Context: an optimization exercise on an open-source flow, tuned for small area and a short achievable clock period. The choices shown serve that exercise and are no tape-out recipe.
At most, simulation tests tie the RTL to the original design; equivalence was not proved.
For runs 3 and 4, only the layout was checked, not whether the RTL still works.
No driver is modelled on the clock port, so clocking that relies on it looks cheaper here than on a real chip.
Power and IR drop assume default switching activity.

[flow/config.mk]
export PLATFORM = sky130hd
export DESIGN_NAME = Divider
export DESIGN_NICKNAME = Divider
export VERILOG_FILES = /design/flow/design.v
export SDC_FILE = /design/flow/constraint.sdc
export NUM_CORES = 4
export LEC_CHECK = 0
export CAP_MARGIN = 20
export CORE_MARGIN = 2
export CORE_UTILIZATION = 40
export CTS_BUF_LIST = sky130_fd_sc_hd__clkbuf_16
export CTS_CLUSTER_DIAMETER = 100
export CTS_CLUSTER_SIZE = 30
export SETUP_SLACK_MARGIN = 1.4
export SLEW_MARGIN = 20
[flow/constraint.sdc]
create_clock -name core_clock -period 3.0 [get_ports {clock}]
set_input_delay 0.6000 -clock core_clock [delete_from_list [all_inputs] [get_ports {clock}]]
set_output_delay 0.6000 -clock core_clock [all_outputs]
set_load 0.01 [all_outputs]
[flow/design.v]
module Register(s_in, r_in, d_in, s_out, r_out, d_out, clock);
parameter W = 8;
input  [15:0] s_in;
input  [7:0]  r_in;
input  [7:0]  d_in;
input         clock;
output reg [15:0] s_out;
output     [7:0]  r_out;
output reg [7:0]  d_out;
reg [W-1:0] r_q;
always @(posedge clock) begin
  s_out <= s_in;
  r_q   <= r_in[W-1:0];
  d_out <= d_in;
end
generate
  if (W < 8) begin : pad
    assign r_out = {{(8 - W){1'b0}}, r_q};
  end else begin : full
    assign r_out = r_q;
  end
endgenerate
endmodule
module Stage(s_in, r_in, nd, s_out, r_out);
parameter J = 9;
input  [15:0] s_in;
input  [7:0]  r_in;
input  [7:0]  nd;
output [15:0] s_out;
output [7:0]  r_out;
localparam WI = (J - 1 < 8) ? J - 1 : 8;
localparam WO = (J < 8) ? J : 8;
wire [7:0] rin_w = r_in & ((9'd1 << WI) - 9'd1);
wire [8:0] t     = {rin_w, s_in[15]};
wire [7:0] g0, p0;
assign g0[0] = t[0] | nd[0];
assign p0[0] = 1'b0;
assign g0[7:1] = t[7:1] & nd[7:1];
assign p0[7:1] = t[7:1] | nd[7:1];
wire [7:0] g1 = {g0[7] | p0[7] & g0[6], g0[6], g0[5] | p0[5] & g0[4], g0[4],
                 g0[3] | p0[3] & g0[2], g0[2], g0[1] | p0[1] & g0[0], g0[0]};
wire [7:0] p1 = {p0[7] & p0[6], p0[6], p0[5] & p0[4], p0[4],
                 p0[3] & p0[2], p0[2], p0[1] & p0[0], p0[0]};
wire [7:0] g2 = {g1[7] | p1[7] & g1[5], g1[6] | p1[6] & g1[5], g1[5], g1[4],
                 g1[3] | p1[3] & g1[1], g1[2] | p1[2] & g1[1], g1[1], g1[0]};
wire [7:0] p2 = {p1[7] & p1[5], p1[6] & p1[5], p1[5], p1[4],
                 p1[3] & p1[1], p1[2] & p1[1], p1[1], p1[0]};
wire [7:0] g3 = {g2[7:4] | p2[7:4] & {4{g2[3]}}, g2[3:0]};
wire [8:0] c  = {g3, 1'b1};
wire [7:0] x    = nd ^ c[7:0];
wire [7:0] diff = t[7:0] ^ x;
wire       q    = t[8] | c[8];
wire [7:0] rn   = q ? diff : t[7:0];
wire       z    = (nd == 8'hFF);
wire       qrec = (J <= 8 && z) ? s_in[15] : q;
assign s_out = {s_in[14:0], qrec};
assign r_out = rn & ((9'd1 << WO) - 9'd1);
endmodule
module Divider(divisor,dividend,quotient_final,remainder,clock);
input clock;
input [7:0] divisor;
input [15:0] dividend;
output [15:0] quotient_final;
output [22:0] remainder;
wire [15:0] s  [1:15];
wire [7:0]  r  [1:15];
wire [7:0]  d  [1:15];
wire [15:0] sn [1:15];
wire [7:0]  rn [1:15];
reg [15:0] s1;
reg [7:0]  d1;
always @(posedge clock) begin
  s1 <= dividend;
  d1 <= ~divisor;
end
assign s[1] = s1;
assign r[1] = 8'd0;
assign d[1] = d1;
wire [15:0] sa;
wire [7:0]  ra;
Stage #(.J(1)) S1 (s[1], r[1], d[1], sa, ra);
Stage #(.J(2)) S2 (sa, ra, d[1], sn[1], rn[1]);
Register #(.W(2)) R2 (sn[1], rn[1], d[1], s[2], r[2], d[2], clock);
genvar k;
generate
  for (k = 2; k <= 14; k = k + 1) begin : st
    Stage #(.J(k + 1)) S (s[k], r[k], d[k], sn[k], rn[k]);
    Register #(.W((k + 1 < 8) ? k + 1 : 8)) R (sn[k], rn[k], d[k], s[k+1], r[k+1], d[k+1], clock);
  end
endgenerate
Stage #(.J(16)) S16 (s[15], r[15], d[15], sn[15], rn[15]);
wire z15 = (d[15] == 8'hFF);
reg [15:0] qf;
reg [15:0] rf;
always @(posedge clock) begin
  qf <= sn[15] | {16{z15}};
  rf <= {sn[15][15:8] & {8{z15}}, rn[15]};
end
assign quotient_final = qf;
assign remainder = {7'd0, rf};
endmodule
[flow/flow/run.sh]
#!/bin/bash
# The standard ORFS layout with two changes to synthesis: Yosys's full-adder
# extraction is off (ADDER_MAP_FILE empty), and ABC maps for delay with the
# script in flow/abc_speed.script (map -D) instead of ORFS's default. ORFS's
# scripts are copied here so that only that one ABC script differs.
set -euo pipefail
rm -rf scripts_local
cp -r "$FLOW_HOME/scripts" scripts_local
cp flow/abc_speed.script scripts_local/abc_speed.script
bash standard.sh ADDER_MAP_FILE= SCRIPTS_DIR="$PWD/scripts_local" finish > flow_make.log 2>&1
[flow/flow/abc_speed.script]
strash
dch
map -D 700
topo
stime -c
buffer -c
upsize -c
dnsize -c
[flow/standard.sh]
#!/bin/bash
# synth_recipe.tcl (not shown) runs the flow's synth.tcl, then flattens the netlist and writes it again
# the make line also repeats each setting of config.mk as NAME=value (left out here)
make -C /OpenROAD-flow-scripts/flow DESIGN_CONFIG=/design/flow/config.mk WORK_HOME=/design/flow/orfs CLKGATE_MAP_FILE= SYNTH_SCRIPT=/design/flow/synth_recipe.tcl "${@:-finish}"
==> notes.md, run 1 <==
clk sinks 483; Yosys top cell area share 61.3%; most common cell after layout, fill and taps aside dfxtp_1; H-Tree Depth 1; Crit path buffers/inverters 1; Worst setup SP type flip-flop; Critical Path End Type output pin; Mapped Area 15,800 sq um; Max IR drop VDD 0.528 mV; slowest stage delay, CP 340 ps; CTS clk-pin slew, worst paths 110 ps; Hold Violations, Final 0; Mapped Cells 1,677; Leak 7.99 nW; Sequential Power Share 50.3%; Final setup viols 0; RSZ-0062 raised after global routing true; Die Ht 203 um; Switching Fraction 34.0%; Register Area 9700 sq um; DP HPWL 18,100 um; CTS buffer count 20; number of flops mapped to enable cells by yosys 0; sequential fraction of the synthesis area 61.3%; initial antenna violation count 1; Via Count 10,500; crit path DAT 990 ps; Setup CP Type reg2out; area of the multi-input gates 5470 sq um; Layout area overhead 11.9%; Worst path top cell family by delay flip-flops; hold crit path type reg2reg; synth unique cells 55; die footprint 41,000 sq um; combinational power share 30.5%; setup_tns 0 ps; Hold Slack 308 ps; Final Worst Setup Slack 1410 ps; drt total wl 26,200 um; YS warnings 8; initial core utilization 40.7%; shortest period the worst path allows 1590 ps; # IOs 64; Routed Antenna Nets 0; Core Region 38,700 sq um; vias in the first global route 9,469; global-route wire length before repair 42,600 um; Avg Cell Area, Syn 9.40 sq um; maximum clock path buffer count 3; Psw 5.47 mW; Max-Cap Viols 0; Detailed Route Iter0 Violations 558; Nets 1,782; CTS Hold Bufs 0; cell internal pwr 10.6 mW; CTS Root Cell clkbuf_16; Crit path required time 2400 ps; clock skew 20.5 ps; cell taking the most area after synthesis dfxtp_1; peak fanout along the critical path 1; gpl congestion 0.884; Pwr Density 913 nW/um^2; DR pass1 iterations 5; asr flop ratio synth 0%; antenna cells 0; share of post-route cells with drive strength above 1 14.1%; Max stage delay cell, worst path dfxtp_2; most frequent cells in the layout dfxtp_1, nand2_1, inv_1, nor2_1, nand3_1; Fmax 628 MHz; CP cell instances buf_6; clock share of power 19.2%; Filler Cell Count 3,640; Max Slew Vio Count 0; clock latency (worst-skew pair) 540 ps; port bufs 56; num rows 72; grt ovf 0; status complete, no violations; top_reg_cell synth dfxtp_1; drt via density 4.62; leading post-synthesis cells by cell area dfxtp_1, nand2_1, inv_1; #FFs+latches synth 483; Overall Global Routing Usage 12.1%; Die W 203 um; period utilisation layout 53.1%; DRC 0; CTS tree built; dpl ws 1260 ps; largest net degree at the start of global routing 31; wire length per cell 11.5 um
-- cells by family (layout without fill, tap and decap cells) --
group	count (synthesis)	in the layout	synth area share (%)
xor+xnor	25	25	1.39
simple gates	674	678	19.9
compound gates	276	277	11.4
other cells	1	7	0.0238
flops	483	483	61.3
buf+inv	218	288	5.97
-- metrics by stage --
stage | instances | utilization [%] | area, sq um | power [mW]
2_1_floorplan | 1683 | - | 15800 | 11.9
6_report | 2276 | 45.5 | 17600 | 16.1
4_1_cts | 2256 | 44.4 | 17200 | 15.8
5_1_grt | 2276 | 45.5 | 17600 | 17.3
3_3_place_gp | 2233 | 43.3 | 16800 | 12.7
3_5_place_dp | 2233 | 43.3 | 16800 | 12.8
-- synth_stat cells (all sizes together), types with 5 or more instances --
| cell type | count |
|---|---|
| dfxtp | 483 |
| nand2 | 318 |
| inv | 194 |
| nor2 | 157 |
| o21ai | 127 |
| nand3 | 90 |
| a21oi | 70 |
| nand4 | 52 |
| or2 | 28 |
| buf | 22 |
| xnor2 | 22 |
| nor3 | 16 |
| a31oi | 12 |
| o21bai | 11 |
| o22ai | 11 |
| o211ai | 10 |
| a21boi | 8 |
| o221ai | 8 |
| and3 | 5 |
-- metal layers --
layer	vias up	track usage, %	wire length [um]
li1	5602	-	-
met3	63	1.88	997
met5	-	0	13
met1	4656	14.9	11600
met2	181	21.8	12700
met4	2	3.55	834
-- flip-flops by register name, summed over array words and instances (netlist names) --
register,count
st.R.s_out,208
st.R.d_out,104
st.R.r_q,89
R2.s_out,16
qf,16
rf,16
s1,16
R2.d_out,8
d1,8
R2.r_q,2
-- power groups by stage --
stage / combinational (mW) / clock, mW / sequential (mW)
6_report: 4.91 / 3.09 / 8.11
3_5_place_dp: 4.55 / 0 / 8.22
2_1_floorplan: 3.77 / 0 / 8.10
5_1_grt: 5.55 / 3.50 / 8.25
3_3_place_gp: 4.44 / 0 / 8.22
4_1_cts: 4.47 / 3.27 / 8.07
-- final cells by class --
cell class,count,area share (%)
Timing Repair Buffer,71,3.16
Tap cell,518,3.67
Clock buffer,20,2.84
Inverter,194,4.13
Sequential cell,483,55.0
Clock inverter,3,0.255
Multi-Input combinational cell,987,31.0
-- worst paths after layout --
path | from | end | slack [ps] | depth (start not counted)
worst max-delay path | qf[10]$_DFF_P_ | quotient_final[10] | 1410 | 1
worst min-delay path | st[5].R.s_out[14]$_DFF_P_ | st[6].R.s_out[15]$_DFF_P_ | 310 | 0
worst max register to register | st[9].R.d_out[6]$_DFF_P_ | st[10].R.s_out[0]$_DFF_P_ | 1420 | 6
worst min register to register | st[5].R.s_out[14]$_DFF_P_ | st[6].R.s_out[15]$_DFF_P_ | 310 | 0
-- repair_timing --
action | in CTS | in global routing
gates cloned | 0 | 5
resized for setup | 133 | 83
pin swaps | 0 | 12
buffers inserted | 0 | 15
endpoints found under the setup margin | 45 | 126
==> run 2: changes to the inputs <==
==> flow/flow/abc_speed.script (replaced) <==
strash
dch
map -D 900
topo
stime -c
buffer -c
upsize -c
dnsize -c
==> notes.md, run 2 <==
sequential fraction of the synthesis area 65.1%; Leak 7.72 nW; max reg flops 208; most frequent cells in the layout dfxtp_1, nand2_1, inv_1, nor2_1, o21ai_0; Nets 1,633; CTS tree built; maximum clock path buffer count 3; Via Count 9,360; Yosys top cell area share 65.1%; Filler Cell Count 3,287; Max-Cap Viols 0; drt total wl 23,800 um; Hold Slack 322 ps; placed cells 1,998; DRC 0; vias in the first global route 8,658; wire length per cell 11.4 um; peak fanout along the critical path 1; CTS Root Cell clkbuf_16; Setup CP Type reg2out; Hold Violations, Final 0; hold crit path type reg2reg; Final setup viols 0; global-route wire length before repair 38,600 um; period utilisation layout 52.9%; Routed Antenna Nets 0; CTS buffer count 20; clk sinks 483; Layout Cells excl Fill 2,078; synth unique cells 61; DR pass1 iterations 5; top_reg_cell synth dfxtp_1; Worst path top cell family by delay flip-flops; #FFs+latches synth 483; Max stage delay cell, worst path dfxtp_2; DP HPWL 15,400 um; Crit path buffers/inverters 1; Overall Global Routing Usage 11.8%; H-Tree Depth 1; share of post-route cells with drive strength above 1 22.5%; Largest Register st.R.s_out; Core Region 36,600 sq um; CTS Hold Bufs 0; Mapped Area 14,900 sq um; YS warnings 8; status complete, no violations; Pwr Density 918 nW/um^2; final core occ 47.8%; Fmax 630 MHz; cell taking the most area after synthesis dfxtp_1; Max Slew Vio Count 0; asr flop ratio synth 0%; Worst setup SP type flip-flop; most frequent cell after synthesis dfxtp_1; die footprint 38,700 sq um; Avg Cell Area, Syn 10.0 sq um; grt ovf 0; RSZ-0062 raised after global routing true; Crit path required time 2400 ps; largest net degree at the start of global routing 31; Top Registers st.R.s_out (208), st.R.d_out (104), st.R.r_q (89); setup_tns 0 ps; Final Worst Setup Slack 1410 ps; Max IR drop VDD 0.403 mV; initial core utilization 40.6%; Die Ht 197 um; dpl ws 1110 ps; num rows 70; drt via density 4.50; clock latency (worst-skew pair) 550 ps; shortest period the worst path allows 1590 ps; CP cell instances buf_6; port bufs 56; # IOs 64; antenna cells 0; crit path DAT 990 ps; Die W 197 um; Detailed Route Iter0 Violations 462; most common cell after layout, fill and taps aside dfxtp_1; Layout area overhead 17.8%; clock skew 26.4 ps; gpl congestion 0.796; slowest stage delay, CP 330 ps; number of flops mapped to enable cells by yosys 0; initial antenna violation count 0; Critical Path End Type output pin; Mapped Cells 1,485; most instantiated cells after synthesis dfxtp_1, nand2_1, nor2_1, inv_1, o21ai_0; CTS clk-pin slew, worst paths 110 ps; leading post-synthesis cells by cell area dfxtp_1, nand2_1, nor2_1
[run 2: cell count changes after synthesis, sizes merged, moves of 6 or more]
cell,change
or2,-14
buf,-7
a31o,+6
inv,-33
nand2,-55
nand3,-61
o22ai,-11
nor2,+28
nand4,-41
a21boi,-6
xor2,+35
a21oi,-23
[run 2: worst register-to-register path, cell delays in order, from the launching register on]
cell and delay (ps):
dfxtp_4 370, or2_4 270, nand2_4 80, nand2_4 50
nand2_4 80, a21oi_4 80, nand3_2 110, nand2_4 100
buf_6 150, o21ai_4 180
[run 2: stage by stage]
stage               total power [mW]  cell area, sq um
floorplan                       11.2             14900
global placement                12.0             15900
finish                          16.1             17500
detailed placement              12.1             15900
global route                    17.2             17500
CTS                             15.5             16600
[run 2: metal layers]
layer	up-vias	part of all wire, %	track usage [%]
li1	4946	-	-
met2	140	49	21.4
met4	0	2.8	3.84
met3	48	4.1	1.90
met1	4226	44	14.3
met5	-	0	0
[run 2: layout make-up]
| cell class | count | area (sq um) | share of cell area, % |
|---|---|---|---|
| Clock buffer | 20 | 500 | 2.86 |
| Clock inverter | 4 | 47.5 | 0.272 |
| Inverter | 161 | 612 | 3.50 |
| Multi-Input combinational cell | 839 | 5150 | 29.4 |
| Sequential cell | 483 | 9760 | 55.8 |
| Tap cell | 468 | 586 | 3.35 |
| Timing Repair Buffer | 103 | 847 | 4.84 |
[run 2: worst paths after layout]
path	startpoint	endpoint	slack, ps	depth (start not counted)
max	qf[4]$_DFF_P_	quotient_final[4]	1410	1
min	st[10].R.s_out[12]$_DFF_P_	st[11].R.s_out[13]$_DFF_P_	320	0
max reg2reg	st[5].R.d_out[1]$_DFF_P_	st[6].R.r_q[0]$_DFF_P_	1450	9
min reg2reg	st[10].R.s_out[12]$_DFF_P_	st[11].R.s_out[13]$_DFF_P_	320	0
[run 2: cells by family after synthesis]
family | count (synthesis) | share of synthesized area (%)
xor gates and xnor gates | 60 | 3.54
DFF | 483 | 65.1
other | 1 | 0.0252
muxes | 1 | 0.0758
and+or+nand+nor | 531 | 15.4
buffers and inverters | 178 | 5.08
AOI/OAI and AO/OA | 231 | 10.8
[run 2: power by group]
| group | internal (mW) | switching (mW) |
|---|---|---|
| clock network | 1.24 | 1.86 |
| registers | 7.50 | 0.606 |
| logic | 2.11 | 2.75 |
| total | 10.8 | 5.21 |
[run 2: timing repair]
action,4_1_cts,5_1_grt
setup buffers,13,34
gates cloned,4,5
pin swaps,11,60
setup endpoints to repair,114,130
gates resized for setup,189,200
hold endpoints to repair,0,0
==> run 3: changes to the inputs <==
--- a/flow/design.v
+++ b/flow/design.v
@@ -32,28 +32,19 @@
 localparam WO = (J < 8) ? J : 8;
 wire [7:0] rin_w = r_in & ((9'd1 << WI) - 9'd1);
 wire [8:0] t     = {rin_w, s_in[15]};
-wire [7:0] g0, p0;
-assign g0[0] = t[0] | nd[0];
-assign p0[0] = 1'b0;
-assign g0[7:1] = t[7:1] & nd[7:1];
-assign p0[7:1] = t[7:1] | nd[7:1];
-wire [7:0] g1 = {g0[7] | p0[7] & g0[6], g0[6], g0[5] | p0[5] & g0[4], g0[4],
-                 g0[3] | p0[3] & g0[2], g0[2], g0[1] | p0[1] & g0[0], g0[0]};
-wire [7:0] p1 = {p0[7] & p0[6], p0[6], p0[5] & p0[4], p0[4],
-                 p0[3] & p0[2], p0[2], p0[1] & p0[0], p0[0]};
-wire [7:0] g2 = {g1[7] | p1[7] & g1[5], g1[6] | p1[6] & g1[5], g1[5], g1[4],
-                 g1[3] | p1[3] & g1[1], g1[2] | p1[2] & g1[1], g1[1], g1[0]};
-wire [7:0] p2 = {p1[7] & p1[5], p1[6] & p1[5], p1[5], p1[4],
-                 p1[3] & p1[1], p1[2] & p1[1], p1[1], p1[0]};
-wire [7:0] g3 = {g2[7:4] | p2[7:4] & {4{g2[3]}}, g2[3:0]};
-wire [8:0] c  = {g3, 1'b1};
-wire [7:0] x    = nd ^ c[7:0];
-wire [7:0] diff = t[7:0] ^ x;
-wire       q    = t[8] | c[8];
-wire [7:0] rn   = q ? diff : t[7:0];
-wire       z    = (nd == 8'hFF);
-wire       qrec = (J <= 8 && z) ? s_in[15] : q;
-assign s_out = {s_in[14:0], qrec};
+wire [8:0] c;
+wire [7:0] sum;
+assign c[0] = 1'b0;
+genvar i;
+generate
+  for (i = 0; i < 8; i = i + 1) begin : b
+    assign c[i+1] = (t[i] & nd[i]) | ((t[i] | nd[i]) & c[i]);
+    assign sum[i] = t[i] ^ nd[i] ^ c[i];
+  end
+endgenerate
+wire       q     = t[8] | c[8];
+wire [7:0] rn    = q ? sum : t[7:0];
+assign s_out = {s_in[14:0], q};
 assign r_out = rn & ((9'd1 << WO) - 9'd1);
 endmodule
 module Divider(divisor,dividend,quotient_final,remainder,clock);
@@ -71,7 +62,7 @@
 reg [7:0]  d1;
 always @(posedge clock) begin
   s1 <= dividend;
-  d1 <= ~divisor;
+  d1 <= 8'd0 - divisor;
 end
 assign s[1] = s1;
 assign r[1] = 8'd0;
@@ -89,12 +80,12 @@
   end
 endgenerate
 Stage #(.J(16)) S16 (s[15], r[15], d[15], sn[15], rn[15]);
-wire z15 = (d[15] == 8'hFF);
+wire z15 = (d[15] == 8'd0);
 reg [15:0] qf;
 reg [15:0] rf;
 always @(posedge clock) begin
   qf <= sn[15] | {16{z15}};
-  rf <= {sn[15][15:8] & {8{z15}}, rn[15]};
+  rf <= {sn[15][7:0] & {8{z15}}, rn[15]};
 end
 assign quotient_final = qf;
 assign remainder = {7'd0, rf};
--- a/flow/config.mk
+++ b/flow/config.mk
@@ -7,7 +7,7 @@
 export LEC_CHECK = 0
 export CAP_MARGIN = 20
 export CORE_MARGIN = 2
-export CORE_UTILIZATION = 40
+export CORE_UTILIZATION = 60
 export CTS_BUF_LIST = sky130_fd_sc_hd__clkbuf_16
 export CTS_CLUSTER_DIAMETER = 100
 export CTS_CLUSTER_SIZE = 30
==> notes.md, run 3 <==
gpl congestion 0.803; synth unique cells 43; Core Region 24,200 sq um; Worst setup SP type flip-flop; dpl ws 716 ps; drt total wl 22,400 um; clock latency (worst-skew pair) 540 ps; Detailed Route Iter0 Violations 429; Leak 8.05 nW; worst slew pin tran 579 ps; Max-Cap Viols 0; #FFs+latches synth 483; Die W 161 um; DR pass1 iterations 4; drt via density 4.82; Final Instance Area 17,700 sq um; dpl cell area 15,600 sq um; setup_tns 0 ps; shortest period the worst path allows 1720 ps; crit-path most repeated cell nand3_2; slowest stage delay, CP 340 ps; period utilisation layout 57.2%; Final Worst Setup Slack 1280 ps; CTS tree built; Final setup viols 0; hold crit path type reg2reg; crit path DAT 2130 ps; global-route wire length before repair 36,300 um; Layout area overhead 19.8%; port bufs 56; Via Count 9,222; CTS buffer count 20; most frequent cells in the layout dfxtp_1, nand2_1, inv_1, nor2_1, buf_4; status complete, no violations; Mapped Area 14,800 sq um; peak fanout along the critical path 7; clock skew 23.0 ps; Critical Path End Type flip-flop; initial core utilization 61.0%; Overall Global Routing Usage 16.3%; Critical R2R Launch st[10].R.d_out[1]$_DFF_P_; Crit path required time 3420 ps; Max stage delay cell, worst path dfxtp_2; CTS Hold Bufs 0; Avg Cell Area, Syn 10.3 sq um; maximum clock path buffer count 3; initial antenna violation count 0; vias in the first global route 8,582; YS warnings 8; overall power 17.2 mW; most frequent cell after synthesis dfxtp_1; sequential fraction of the synthesis area 65.4%; R2R Setup Slk 1280 ps; Setup CP Type reg2reg; Yosys top cell area share 65.4%; die footprint 25,900 sq um; Pwr Density 968 nW/um^2; Max Slew Vio Count 0; CTS Root Cell clkbuf_16; RSZ-0062 raised after global routing true; Mapped Cells 1,430; Fmax 583 MHz; CTS clk-pin slew, worst paths 110 ps; Top Registers st.R.s_out (208), st.R.d_out (104), st.R.r_q (89); most common cell after layout, fill and taps aside dfxtp_1; num rows 57; Max IR drop VDD 0.569 mV; DRC 0; Nets 1,612; Routed Antenna Nets 0; clk sinks 483; Worst Setup EP st[11].R.r_q[1]$_DFF_P_; worst relative slew slack 61.3%; CP startpoint st[10].R.d_out[1]$_DFF_P_; H-Tree Depth 1; Hold Violations, Final 0; number of flops mapped to enable cells by yosys 0; Register-to-Register Path Depth 9; max reg flops 208; asr flop ratio synth 0%; DP HPWL 14,300 um; CP cell instances o211ai_1 > nand3_2 > nand3_2 > nand3_2 > nand3_2 > nand3_2 > a31oi_4 > clkbuf_16 > o21ai_1; Filler Cell Count 1,737; worst flop-to-flop path endpoint st[11].R.r_q[1]$_DFF_P_; Largest Register st.R.s_out; Die Ht 161 um; wire length per cell 11.7 um; antenna cells 0; Hold Slack 313 ps; share of post-route cells with drive strength above 1 26.0%; leading post-synthesis cells by cell area dfxtp_1, nand2_1, inv_1; top_reg_cell synth dfxtp_1; largest net degree at the start of global routing 31; grt ovf 0; # IOs 64; cell taking the most area after synthesis dfxtp_1; most instantiated cells after synthesis dfxtp_1, nand2_1, inv_1, nor2_1, nand3_1
## run 3: where the power goes
group / internal, mW / switching (mW)
clock: 1.24 / 1.79
sequential: 7.59 / 0.625
combinational: 2.86 / 3.05
## run 3: layer usage
layer	vias up	wire length, um	track usage [%]
met3	40	606	2.11
met2	103	11500	30.2
li1	4905	-	-
met5	-	0	0
met4	0	529	4.87
met1	4174	9770	19.9
## run 3: timing repair
item | CTS | global route
buffers inserted | 59 | 27
gates resized for setup | 199 | 190
pin swaps | 51 | 67
endpoints found under the setup margin | 137 | 150
cloned | 4 | 4
## run 3: critical path: cells and delay by family (launching register included)
family,cells,cell delay (ps)
AO/OA/AOI/OAI,3,560
AND/OR/NAND/NOR,5,500
flip-flops,1,340
buffers and inverters,1,210
## run 3: final cells by class
type / count / area, sq um / share of cell area [%]
clock buffer: 20 / 500 / 2.83
clock inverter: 3 / 48.8 / 0.275
inverter: 105 / 399 / 2.25
multi-input combinational: 828 / 5230 / 29.5
sequential: 483 / 9730 / 54.9
tap: 324 / 405 / 2.29
timing repair buffer: 149 / 1400 / 7.88
## run 3: kinds of logic (layout without fill, tap and decap cells)
| kind of cell | Yosys count | after routing | share of synthesized area, % |
|---|---|---|---|
| and+or+nand+nor | 586 | 586 | 18.6 |
| DFF | 483 | 483 | 65.4 |
| AOI/OAI and AO/OA | 158 | 159 | 7.70 |
| buffers and inverters | 126 | 277 | 3.82 |
| xor gates and xnor gates | 76 | 76 | 4.50 |
| other | 1 | 7 | 0.0254 |
## run 3: worst min path at each step
stage | from | endpoint | slack (ps) | cells after the start
2_1_floorplan | s1[8]$_DFF_P_ | R2.s_out[10]$_DFF_P_ | 310 | 0
3_3_place_gp | st[10].R.s_out[11]$_DFF_P_ | st[11].R.s_out[12]$_DFF_P_ | 310 | 0
3_5_place_dp | st[9].R.s_out[10]$_DFF_P_ | st[10].R.s_out[11]$_DFF_P_ | 310 | 0
4_1_cts | s1[9]$_DFF_P_ | R2.s_out[11]$_DFF_P_ | 320 | 0
5_1_grt | s1[9]$_DFF_P_ | R2.s_out[11]$_DFF_P_ | 310 | 0
6_report | s1[9]$_DFF_P_ | R2.s_out[11]$_DFF_P_ | 310 | 0
## run 3: metrics by stage
step	util, %	instances
2_1_floorplan	-	1436
3_3_place_gp	64.4	1795
3_5_place_dp	64.4	1795
4_1_cts	69.5	1881
5_1_grt	73.1	1912
6_report	73.1	1912
==> run 4: changes to the inputs <==
--- a/flow/config.mk
+++ b/flow/config.mk
@@ -7,7 +7,7 @@
 export LEC_CHECK = 0
 export CAP_MARGIN = 20
 export CORE_MARGIN = 2
-export CORE_UTILIZATION = 60
+export CORE_UTILIZATION = 40
 export CTS_BUF_LIST = sky130_fd_sc_hd__clkbuf_16
 export CTS_CLUSTER_DIAMETER = 100
 export CTS_CLUSTER_SIZE = 30
==> notes.md, run 4 <==
max reg flops 208; Fmax 573 MHz; Avg Cell Area, Syn 10.3 sq um; leading post-synthesis cells by cell area dfxtp_1, nand2_1, inv_1; shortest period the worst path allows 1740 ps; clock latency (worst-skew pair) 540 ps; Die W 196 um; Hold Violations, Final 0; hold crit path type reg2reg; initial core utilization 40.5%; clk sinks 483; Yosys top cell area share 65.4%; Max-Cap Viols 0; Nets 1,608; vias in the first global route 8,529; CTS clk-pin slew, worst paths 110 ps; Via Count 9,220; YS warnings 8; most frequent cells in the layout dfxtp_1, nand2_1, inv_1, nor2_1, buf_4; CTS Hold Bufs 0; die footprint 38,500 sq um; DR pass1 iterations 6; Top Registers st.R.s_out (208), st.R.d_out (104), st.R.r_q (89); clock skew 19.0 ps; Setup CP Type reg2reg; status complete, no violations; share of post-route cells with drive strength above 1 25.3%; drt via density 4.49; Leak 8.04 nW; #FFs+latches synth 483; Final setup viols 0; wire length per cell 10.8 um; initial antenna violation count 0; most frequent cell after synthesis dfxtp_1; RSZ-0062 raised after global routing true; grt ovf 0; number of flops mapped to enable cells by yosys 0; num rows 70; Die Ht 196 um; sequential fraction of the synthesis area 65.4%; global-route wire length before repair 35,100 um; Detailed Route Iter0 Violations 281; drt total wl 22,200 um; Pwr Density 959 nW/um^2; most instantiated cells after synthesis dfxtp_1, nand2_1, inv_1, nor2_1, nand3_1; Max IR drop VDD 0.487 mV; Worst setup SP type flip-flop; overall power 17.2 mW; CTS buffer count 20; Critical Path End Type flip-flop; CTS Root Cell clkbuf_16; H-Tree Depth 1; Mapped Area 14,800 sq um; worst relative slew slack 64.8%; setup_tns 0 ps; crit path DAT 2190 ps; port bufs 56; antenna cells 0; period utilisation layout 58.2%; synth unique cells 43; Mapped Cells 1,430; Overall Global Routing Usage 10.5%; Routed Antenna Nets 0; largest net degree at the start of global routing 31; maximum clock path buffer count 3; most common cell after layout, fill and taps aside dfxtp_1; gpl congestion 0.778; Largest Register st.R.s_out; worst slew pin tran 527 ps; CTS tree built; cell taking the most area after synthesis dfxtp_1; asr flop ratio synth 0%; peak fanout along the critical path 6; DP HPWL 13,900 um; Layout area overhead 21.1%; DRC 0; # IOs 64; Hold Slack 310 ps; Crit path required time 3440 ps; top_reg_cell synth dfxtp_1; Core Region 36,500 sq um; Max Slew Vio Count 0
[run 4: per-stage QoR]
stage / cell area (sq um) / instances / setup slack (ps) / util, %
after floorplan: 14800 / 1436 / 1300 / -
after global placement: 15800 / 1939 / 768 / 43.2
after detailed placement: 15800 / 1939 / 769 / 43.2
after CTS: 16900 / 2005 / 1270 / 46.1
after global routing: 17900 / 2053 / 1130 / 49.0
final: 17900 / 2053 / 1260 / 49.0
[run 4: routing by layer]
layer	up-vias	share of wire [%]	track usage, %
met5	-	0	0
met3	48	3.8	2.08
met1	4175	41	11.0
li1	4885	-	-
met4	0	2.4	3.45
met2	112	53	20.9
[run 4: final timing paths]
kind | from | end | slack, ps | cells past startpoint
hold reg to reg | st[3].R.s_out[11]$_DFF_P_ | st[4].R.s_out[12]$_DFF_P_ | 310 | 0
setup reg to reg | st[12].R.d_out[1]$_DFF_P_ | st[13].R.r_q[4]$_DFF_P_ | 1260 | 9
setup / recovery | st[12].R.d_out[1]$_DFF_P_ | st[13].R.r_q[4]$_DFF_P_ | 1260 | 9
hold / removal | st[3].R.s_out[11]$_DFF_P_ | st[4].R.s_out[12]$_DFF_P_ | 310 | 0
[run 4: cells by family (layout without fill, tap and decap cells)]
logic type             after synthesis  count (layout)  synth area share, %
other                                1               7               0.0254
AND/OR/NAND/NOR                    586             587                 18.6
buffers and inverters              126             274                 3.82
XOR/XNOR                            76              76                 4.50
flip-flops                         483             483                 65.4
AO/OA/AOI/OAI                      158             158                 7.70
[run 4: final cells by class]
type                            count  area (sq um)
Sequential cell                   483          9740
Multi-Input combinational cell    828          5220
Clock buffer                       21           526
Timing Repair Buffer              145          1410
Fill cell                        3260         18600
Clock inverter                      3          41.3
Tap cell                          468           586
Inverter                          105           397
[run 4: power breakdown]
part	internal (mW)	switching [mW]
combinational	2.82	3.07
clock	1.29	1.85
sequential	7.58	0.574
total	11.7	5.49
[run 4: critical path, stage by stage (launching register included)]
cell and delay (ps):
dfxtp_2 330, o211ai_1 280, nand3_2 130, nand3_2 120, nand3_4 80, nand3_4 90, nand3_4 80, a31oi_4 250
clkbuf_16 210, o21ai_1 70
[run 4: timing repair]
action,CTS,global route
gates resized for setup,199,182
pin swaps,40,73
cloned,1,9
setup buffers,41,39
setup endpoints to repair,155,142
==> run 5: changes to the inputs <==
--- a/flow/design.v
+++ b/flow/design.v
@@ -32,19 +32,28 @@
 localparam WO = (J < 8) ? J : 8;
 wire [7:0] rin_w = r_in & ((9'd1 << WI) - 9'd1);
 wire [8:0] t     = {rin_w, s_in[15]};
-wire [8:0] c;
-wire [7:0] sum;
-assign c[0] = 1'b0;
-genvar i;
-generate
-  for (i = 0; i < 8; i = i + 1) begin : b
-    assign c[i+1] = (t[i] & nd[i]) | ((t[i] | nd[i]) & c[i]);
-    assign sum[i] = t[i] ^ nd[i] ^ c[i];
-  end
-endgenerate
-wire       q     = t[8] | c[8];
-wire [7:0] rn    = q ? sum : t[7:0];
-assign s_out = {s_in[14:0], q};
+wire [7:0] g0, p0;
+assign g0[0] = t[0] | nd[0];
+assign p0[0] = 1'b0;
+assign g0[7:1] = t[7:1] & nd[7:1];
+assign p0[7:1] = t[7:1] | nd[7:1];
+wire [7:0] g1 = {g0[7] | p0[7] & g0[6], g0[6], g0[5] | p0[5] & g0[4], g0[4],
+                 g0[3] | p0[3] & g0[2], g0[2], g0[1] | p0[1] & g0[0], g0[0]};
+wire [7:0] p1 = {p0[7] & p0[6], p0[6], p0[5] & p0[4], p0[4],
+                 p0[3] & p0[2], p0[2], p0[1] & p0[0], p0[0]};
+wire [7:0] g2 = {g1[7] | p1[7] & g1[5], g1[6] | p1[6] & g1[5], g1[5], g1[4],
+                 g1[3] | p1[3] & g1[1], g1[2] | p1[2] & g1[1], g1[1], g1[0]};
+wire [7:0] p2 = {p1[7] & p1[5], p1[6] & p1[5], p1[5], p1[4],
+                 p1[3] & p1[1], p1[2] & p1[1], p1[1], p1[0]};
+wire [7:0] g3 = {g2[7:4] | p2[7:4] & {4{g2[3]}}, g2[3:0]};
+wire [8:0] c  = {g3, 1'b1};
+wire [7:0] x    = nd ^ c[7:0];
+wire [7:0] diff = t[7:0] ^ x;
+wire       q    = t[8] | c[8];
+wire [7:0] rn   = q ? diff : t[7:0];
+wire       z    = (nd == 8'hFF);
+wire       qrec = (J <= 8 && z) ? s_in[15] : q;
+assign s_out = {s_in[14:0], qrec};
 assign r_out = rn & ((9'd1 << WO) - 9'd1);
 endmodule
 module Divider(divisor,dividend,quotient_final,remainder,clock);
@@ -62,7 +71,7 @@
 reg [7:0]  d1;
 always @(posedge clock) begin
   s1 <= dividend;
-  d1 <= 8'd0 - divisor;
+  d1 <= ~divisor;
 end
 assign s[1] = s1;
 assign r[1] = 8'd0;
@@ -80,12 +89,12 @@
   end
 endgenerate
 Stage #(.J(16)) S16 (s[15], r[15], d[15], sn[15], rn[15]);
-wire z15 = (d[15] == 8'd0);
+wire z15 = (d[15] == 8'hFF);
 reg [15:0] qf;
 reg [15:0] rf;
 always @(posedge clock) begin
   qf <= sn[15] | {16{z15}};
-  rf <= {sn[15][7:0] & {8{z15}}, rn[15]};
+  rf <= {sn[15][15:8] & {8{z15}}, rn[15]};
 end
 assign quotient_final = qf;
 assign remainder = {7'd0, rf};
==> flow/flow/run.sh (replaced) <==
#!/bin/bash
# The standard ORFS layout with these changes:
# - synthesis: Yosys's full-adder extraction is off (ADDER_MAP_FILE empty),
#   and ABC maps for delay with flow/abc_speed.script (map -D) instead of
#   ORFS's default script;
# - clock tree: right after TritonCTS builds the tree, its root buffer (which
#   only drives the two first-level buffers) is removed, so the clock port
#   drives those two buffers itself (flow/rmroot.tcl).
# ORFS's scripts are copied here and only those two points differ.
set -euo pipefail
rm -rf scripts_local
cp -r "$FLOW_HOME/scripts" scripts_local
cp flow/abc_speed.script scripts_local/abc_speed.script
cp flow/rmroot.tcl scripts_local/rmroot.tcl
python3 - <<'PY'
p = "scripts_local/cts.tcl"
s = open(p).read()
anchor = "log_cmd clock_tree_synthesis {*}$cts_args\n"
assert anchor in s
s = s.replace(anchor, anchor + "source $::env(SCRIPTS_DIR)/rmroot.tcl\nremove_clock_root\n")
open(p, "w").write(s)
PY
bash standard.sh ADDER_MAP_FILE= SCRIPTS_DIR="$PWD/scripts_local" finish > flow_make.log 2>&1
==> flow/flow/abc_speed.script (replaced) <==
strash
dch
map -D 850
topo
stime -c
buffer -c
upsize -c
dnsize -c
==> flow/flow/rmroot.tcl (new file) <==
# remove the CTS root buffer: connect the clock port net straight to its loads
proc remove_clock_root {} {
  set block [ord::get_db_block]
  set cnet [$block findNet clock]
  set roots {}
  foreach it [$cnet getITerms] {
    set inst [$it getInst]
    if {[[$it getMTerm] getIoType] eq "INPUT"} { lappend roots $inst }
  }
  puts "clock port loads: [llength $roots]"
  foreach inst $roots {
    set onet ""
    foreach it [$inst getITerms] {
      if {[[$it getMTerm] getIoType] eq "OUTPUT"} { set onet [$it getNet] }
    }
    set sinks {}
    foreach it [$onet getITerms] {
      if {[[$it getMTerm] getIoType] eq "INPUT"} { lappend sinks $it }
    }
    puts "root [$inst getName] drives [llength $sinks]"
    foreach it $sinks { $it disconnect; $it connect $cnet }
    odb::dbInst_destroy $inst
    odb::dbNet_destroy $onet
  }
}
--- a/flow/config.mk
+++ b/flow/config.mk
@@ -11,5 +11,5 @@
 export CTS_BUF_LIST = sky130_fd_sc_hd__clkbuf_16
 export CTS_CLUSTER_DIAMETER = 100
 export CTS_CLUSTER_SIZE = 30
-export SETUP_SLACK_MARGIN = 1.4
+export SETUP_SLACK_MARGIN = 1.5
 export SLEW_MARGIN = 20
==> notes.md, run 5 <==
Layout area overhead 23.3%; Overall Global Routing Usage 12.6%; share of post-route cells with drive strength above 1 25.7%; CTS tree built; final core occ 49.9%; wire length per cell 11.9 um; crit path DAT 1900 ps; Hold Path End st[4].R.s_out[12]$_DFF_P_; largest net degree at the start of global routing 31; Top Registers st.R.s_out (208), st.R.d_out (104), st.R.r_q (89); Mapped Area 14,700 sq um; shortest period the worst path allows 1550 ps; most common cell after layout, fill and taps aside dfxtp_1; Largest Register st.R.s_out; Core Region 36,400 sq um; number of flops mapped to enable cells by yosys 0; max reg flops 208; Via Count 9,910; worst flop-to-flop path endpoint rf[3]$_DFF_P_; Setup CP Type reg2reg; Nets 1,688; Critical Path End Type flip-flop; Routed Antenna Nets 0; Mapped Cells 1,522; most frequent cells in the layout dfxtp_1, nand2_1, inv_1, nor2_1, dfxtp_2; clock latency (worst-skew pair) 420 ps; #FFs+latches synth 483; Die W 196 um; num rows 70; Register-to-Register Path Depth 9; Filler Cell Count 3,238; Fmax 644 MHz; most instantiated cells after synthesis dfxtp_1, nand2_1, nor2_1, inv_1, o21ai_0; Max IR drop VDD 0.514 mV; grt ovf 0; Hold Crit Depth 0; Critical R2R Launch st[14].R.d_out[1]$_DFF_P_; YS warnings 8; Final setup viols 0; Crit path required time 3340 ps; Avg Cell Area, Syn 9.68 sq um; sequential fraction of the synthesis area 65.6%; drt via density 4.65; clock skew 28.1 ps; port bufs 56; Max-Cap Viols 0; gpl congestion 0.779; DP HPWL 15,700 um; top_reg_cell synth dfxtp_1; Die Ht 196 um; Worst setup SP type flip-flop; Leak 7.95 nW; DR pass1 iterations 6; DRC 0; Detailed Route Iter0 Violations 349; status complete, no violations; asr flop ratio synth 0%; CTS buffer count 20; hold_sp st[3].R.s_out[11]$_DFF_P_; antenna cells 0; hold crit path type reg2reg; synth unique cells 54; # IOs 64; clk sinks 483; drt total wl 25,500 um; period utilisation layout 51.8%; peak fanout along the critical path 7; Max Slew Vio Count 0; CTS Hold Bufs 0; setup_tns 0 ps; cell taking the most area after synthesis dfxtp_1; leading post-synthesis cells by cell area dfxtp_1, nand2_1, nor2_1; initial core utilization 40.4%; initial antenna violation count 2; R2R Setup Slk 1450 ps; most frequent cell after synthesis dfxtp_1; CTS clk-pin slew, worst paths 110 ps; Pwr Density 921 nW/um^2; Yosys top cell area share 65.6%; die footprint 38,400 sq um; global-route wire length before repair 40,800 um; RSZ-0062 raised after global routing true; vias in the first global route 9,231; Hold Violations, Final 0
[run 5: worst max-delay path: stages (launching register included)]
cell and delay, ps:
dfxtp_4 380, nand2_2 50, a21oi_2 170, nand2_2 100
a21oi_4 220, nand3_2 120, nand3b_4 190, buf_6 130
nand2_1 40, o21ai_1 70
[run 5: worst max path at each step]
stage,to,slack [ps],start
2_1_floorplan,rf[4]$_DFF_P_,1550,st[14].R.r_q[0]$_DFF_P_
3_3_place_gp,st[5].R.r_q[1]$_DFF_P_,1170,st[4].R.d_out[1]$_DFF_P_
3_5_place_dp,st[5].R.r_q[2]$_DFF_P_,1080,st[4].R.d_out[0]$_DFF_P_
4_1_cts,quotient_final[12],1340,qf[12]$_DFF_P_
5_1_grt,rf[3]$_DFF_P_,1370,st[14].R.r_q[0]$_DFF_P_
6_report,rf[3]$_DFF_P_,1450,st[14].R.d_out[1]$_DFF_P_
[run 5: where the power goes]
| part | leakage [nW] | switching [mW] | total [mW] | internal (mW) |
|---|---|---|---|---|
| clock network | 0.267 | 1.86 | 3.13 | 1.27 |
| logic | 3.63 | 3.04 | 5.39 | 2.35 |
| registers | 4.05 | 0.685 | 8.22 | 7.54 |
[run 5: cell families after synthesis]
| family | count (synthesis) | share of synthesized area [%] |
|---|---|---|
| DFF | 483 | 65.6 |
| xor gates and xnor gates | 58 | 3.45 |
| AOI/OAI and AO/OA | 224 | 9.02 |
| other | 1 | 0.0254 |
| and+or+nand+nor | 574 | 16.9 |
| buffers and inverters | 182 | 4.97 |
[run 5: repair_timing]
| action | 4_1_cts | 5_1_grt |
|---|---|---|
| buffers inserted | 28 | 31 |
| resized for setup | 286 | 267 |
| setup endpoints to repair | 157 | 147 |
| pin swaps | 39 | 84 |
| cloned | 11 | 2 |
[run 5: through the flow]
stage	area (sq um)	worst slack, ps	std cells	hold WS, ps	total power, mW
after floorplan	14800	1550	1528	310	11.0
after global placement	15800	1170	2038	310	11.8
after CTS	17100	1340	2100	294	16.0
after detailed placement	15800	1080	2038	312	12.0
after global routing	18200	1370	2133	301	17.9
final	18200	1450	2133	303	16.7
[run 5: per-layer routing]
metal	global-route usage, %	wire length, um
met4	5.25	688
met3	2.41	890
met1	13.3	10200
met2	24.3	13700
met5	0	13
[run 5: final cells by class]
cell class                 instances  area [sq um]  area share (%)
tap                              468           586            3.22
clock buffer                      19           475            2.62
sequential                       483          9820            54.1
multi-input combinational        875          5630            31.0
inverter                         168           638            3.51
clock inverter                     4          71.3           0.393
timing repair buffer             115           937            5.16
timing repair inverter             1          6.26          0.0344
==> run 6: changes to the inputs <==
==> flow/flow/abc_speed.script (replaced) <==
strash
dch
map -D 900
topo
stime -c
buffer -c
upsize -c
dnsize -c
==> notes.md, run 6 <==
status complete, no violations; cell taking the most area after synthesis dfxtp_1; CTS buffer count 20; Nets 1,679; Psw 5.64 mW; Hold Violations, Final 0; largest net degree at the start of global routing 31; most frequent cells in the layout dfxtp_1, nand2_1, inv_1, nor2_1, dfxtp_2; Overall Global Routing Usage 12.2%; setup_tns 0 ps; Pwr Density 915 nW/um^2; clock skew 28.5 ps; drt via density 4.54; Register Area 9830 sq um; Mapped Area 14,900 sq um; Max-Cap Viols 0; Yosys top cell area share 65.1%; clk sinks 483; # IOs 64; synth unique cells 61; drt total wl 25,100 um; CTS tree built; clock latency (worst-skew pair) 430 ps; hold crit path type reg2reg; Leak 8.09 nW; clock share of power 17.9%; Detailed Route Iter0 Violations 403; area of the multi-input gates 5710 sq um; DRC 0; wire length per cell 11.8 um; leading post-synthesis cells by cell area dfxtp_1, nand2_1, nor2_1; max reg flops 208; Final setup viols 0; Fmax 648 MHz; Layout area overhead 24.4%; Setup CP Type reg2reg; sequential fraction of the synthesis area 65.1%; Die W 197 um; period utilisation layout 51.4%; YS warnings 8; most frequent cell after synthesis dfxtp_1; Critical Path End Type flip-flop; DP HPWL 15,400 um; cell internal pwr 11.3 mW; top_reg_cell synth dfxtp_1; Mapped Cells 1,485; peak fanout along the critical path 6; crit path DAT 1850 ps; global-route wire length before repair 39,900 um; RSZ-0062 raised after global routing true; Largest Register st.R.s_out; Max Slew Vio Count 0; shortest period the worst path allows 1540 ps; Hold Slack 324 ps; initial antenna violation count 0; vias in the first global route 8,974; Via Count 9,641; DR pass1 iterations 6; CTS clk-pin slew, worst paths 110 ps; Routed Antenna Nets 0; Core Region 36,600 sq um; Switching Fraction 33.4%; share of post-route cells with drive strength above 1 32.8%; Sequential Power Share 48.6%; antenna cells 0; num rows 70; #FFs+latches synth 483; most common cell after layout, fill and taps aside dfxtp_1; number of flops mapped to enable cells by yosys 0; initial core utilization 40.6%; Filler Cell Count 3,176; Worst setup SP type flip-flop; Top Registers st.R.s_out (208), st.R.d_out (104), st.R.r_q (89); Crit path required time 3300 ps; Max IR drop VDD 0.443 mV; asr flop ratio synth 0%; Die Ht 197 um; gpl congestion 0.796; die footprint 38,700 sq um; most instantiated cells after synthesis dfxtp_1, nand2_1, nor2_1, inv_1, o21ai_0; port bufs 56; combinational power share 33.5%; Avg Cell Area, Syn 10.0 sq um; grt ovf 0
-- run 6: critical path, cell delays in order (launching register included) --
cell	delay, ps
dfxtp_2	360
nor2_4	140
a21oi_2	80
a221oi_4	300
o21ai_4	110
nor2_4	220
inv_4	90
nand2_2	70
nand2_2	40
-- run 6: repair_timing --
action / CTS / global route
hold buffers: 0 / 0
buffers inserted: 48 / 44
endpoints found under the setup margin: 153 / 136
endpoints found under the hold margin: 0 / 0
pin swaps: 51 / 118
cloned: 7 / 4
resized for setup: 300 / 312
-- run 6: cell families after synthesis --
kind of cell           count (synthesis)  synth area share (%)
buffers and inverters                178                  5.08
multiplexers                           1                0.0758
AND/OR/NAND/NOR                      531                  15.4
other                                  1                0.0252
flip-flops                           483                  65.1
AO/OA/AOI/OAI                        231                  10.8
XOR/XNOR                              60                  3.54
-- run 6: worst paths after layout --
check | startpoint | endpoint | slack (ps) | depth (start not counted)
worst max-delay path | st[7].R.d_out[6]$_DFF_P_ | st[8].R.r_q[0]$_DFF_P_ | 1460 | 8
worst min register to register | st[10].R.s_out[12]$_DFF_P_ | st[11].R.s_out[13]$_DFF_P_ | 320 | 0
worst min-delay path | st[10].R.s_out[12]$_DFF_P_ | st[11].R.s_out[13]$_DFF_P_ | 320 | 0
worst max register to register | st[7].R.d_out[6]$_DFF_P_ | st[8].R.r_q[0]$_DFF_P_ | 1460 | 8
-- run 6: routing by layer --
metal / track usage [%] / routed length (um) / part of all wire (%) / vias to the layer above
li1: - / - / - / 5043
met1: 14.5 / 10800 / 43 / 4402
met2: 22.5 / 12500 / 50 / 140
met3: 1.87 / 961 / 3.8 / 56
met4: 4.20 / 821 / 3.3 / 0
met5: 0 / 0 / 0 / -
-- run 6: layout make-up --
cell class,instances,share of cell area [%]
flip-flops and latches,483,53.2
multi-input cells,840,30.9
repair buffers,149,6.58
inverters,161,3.32
well taps,468,3.17
clock buffers,19,2.57
clock inverters,4,0.257
-- run 6: metrics by stage --
step	setup slack [ps]	area, sq um	utilization (%)	power [mW]	instances
2_1_floorplan	1530	14900	-	11.2	1491
6_report	1460	18500	50.5	16.9	2124
4_1_cts	1450	17200	47.0	15.9	2076
5_1_grt	1360	18500	50.5	18.0	2124
3_3_place_gp	1150	15900	43.4	12.0	1998
3_5_place_dp	1110	15900	43.4	12.1	1998
-- run 6: power by group through the flow --
stage | registers (mW) | logic, mW | clock network, mW
after CTS | 8.06 | 4.66 | 3.18
after global routing | 8.36 | 6.23 | 3.41
after detailed placement | 8.16 | 3.93 | 0
final | 8.23 | 5.66 | 3.03
after global placement | 8.15 | 3.81 | 0
after floorplan | 8.06 | 3.18 | 0

[port drivers added, routing unchanged]
The flow's constraints put no driver on any port. The routed layouts listed below were extracted and timed again, unchanged, in two steps. Step 1: set_driving_cell puts a clkbuf_16 on clock and a buf_2 on each other input, an assumption about the parent block. Step 2 also shifts input and output timing later by t, the mid clock arrival at the registers, as if the neighbouring blocks saw the same clock. Slacks: no drivers / after step 1 / after step 2; pairs: no drivers / after step 1.
run	shift t [ns]	setup slack, ns	latest minus earliest clock arrival (ns)	slew at the worst register clock pin (ns)
run 1	0.586	1.407 / 1.356 / 1.420	0.032 / 0.032	0.11 / 0.11
run 2	0.587	1.413 / 1.363 / 1.454	0.027 / 0.027	0.11 / 0.11
run 3	0.570	1.284 / 1.284 / 0.938	0.027 / 0.027	0.11 / 0.11
run 4	0.583	1.255 / 1.255 / 0.973	0.023 / 0.023	0.11 / 0.11
run 5	0.470	1.447 / 1.447 / 1.447	0.030 / 0.029	0.11 / 0.11
run 6	0.478	1.457 / 1.457 / 1.457	0.031 / 0.031	0.11 / 0.11
After both steps setup and hold are still met in every run listed. The setup slack of run 3, which loses most, moves by 0.000 ns with the drivers and by -0.346 ns with both steps.
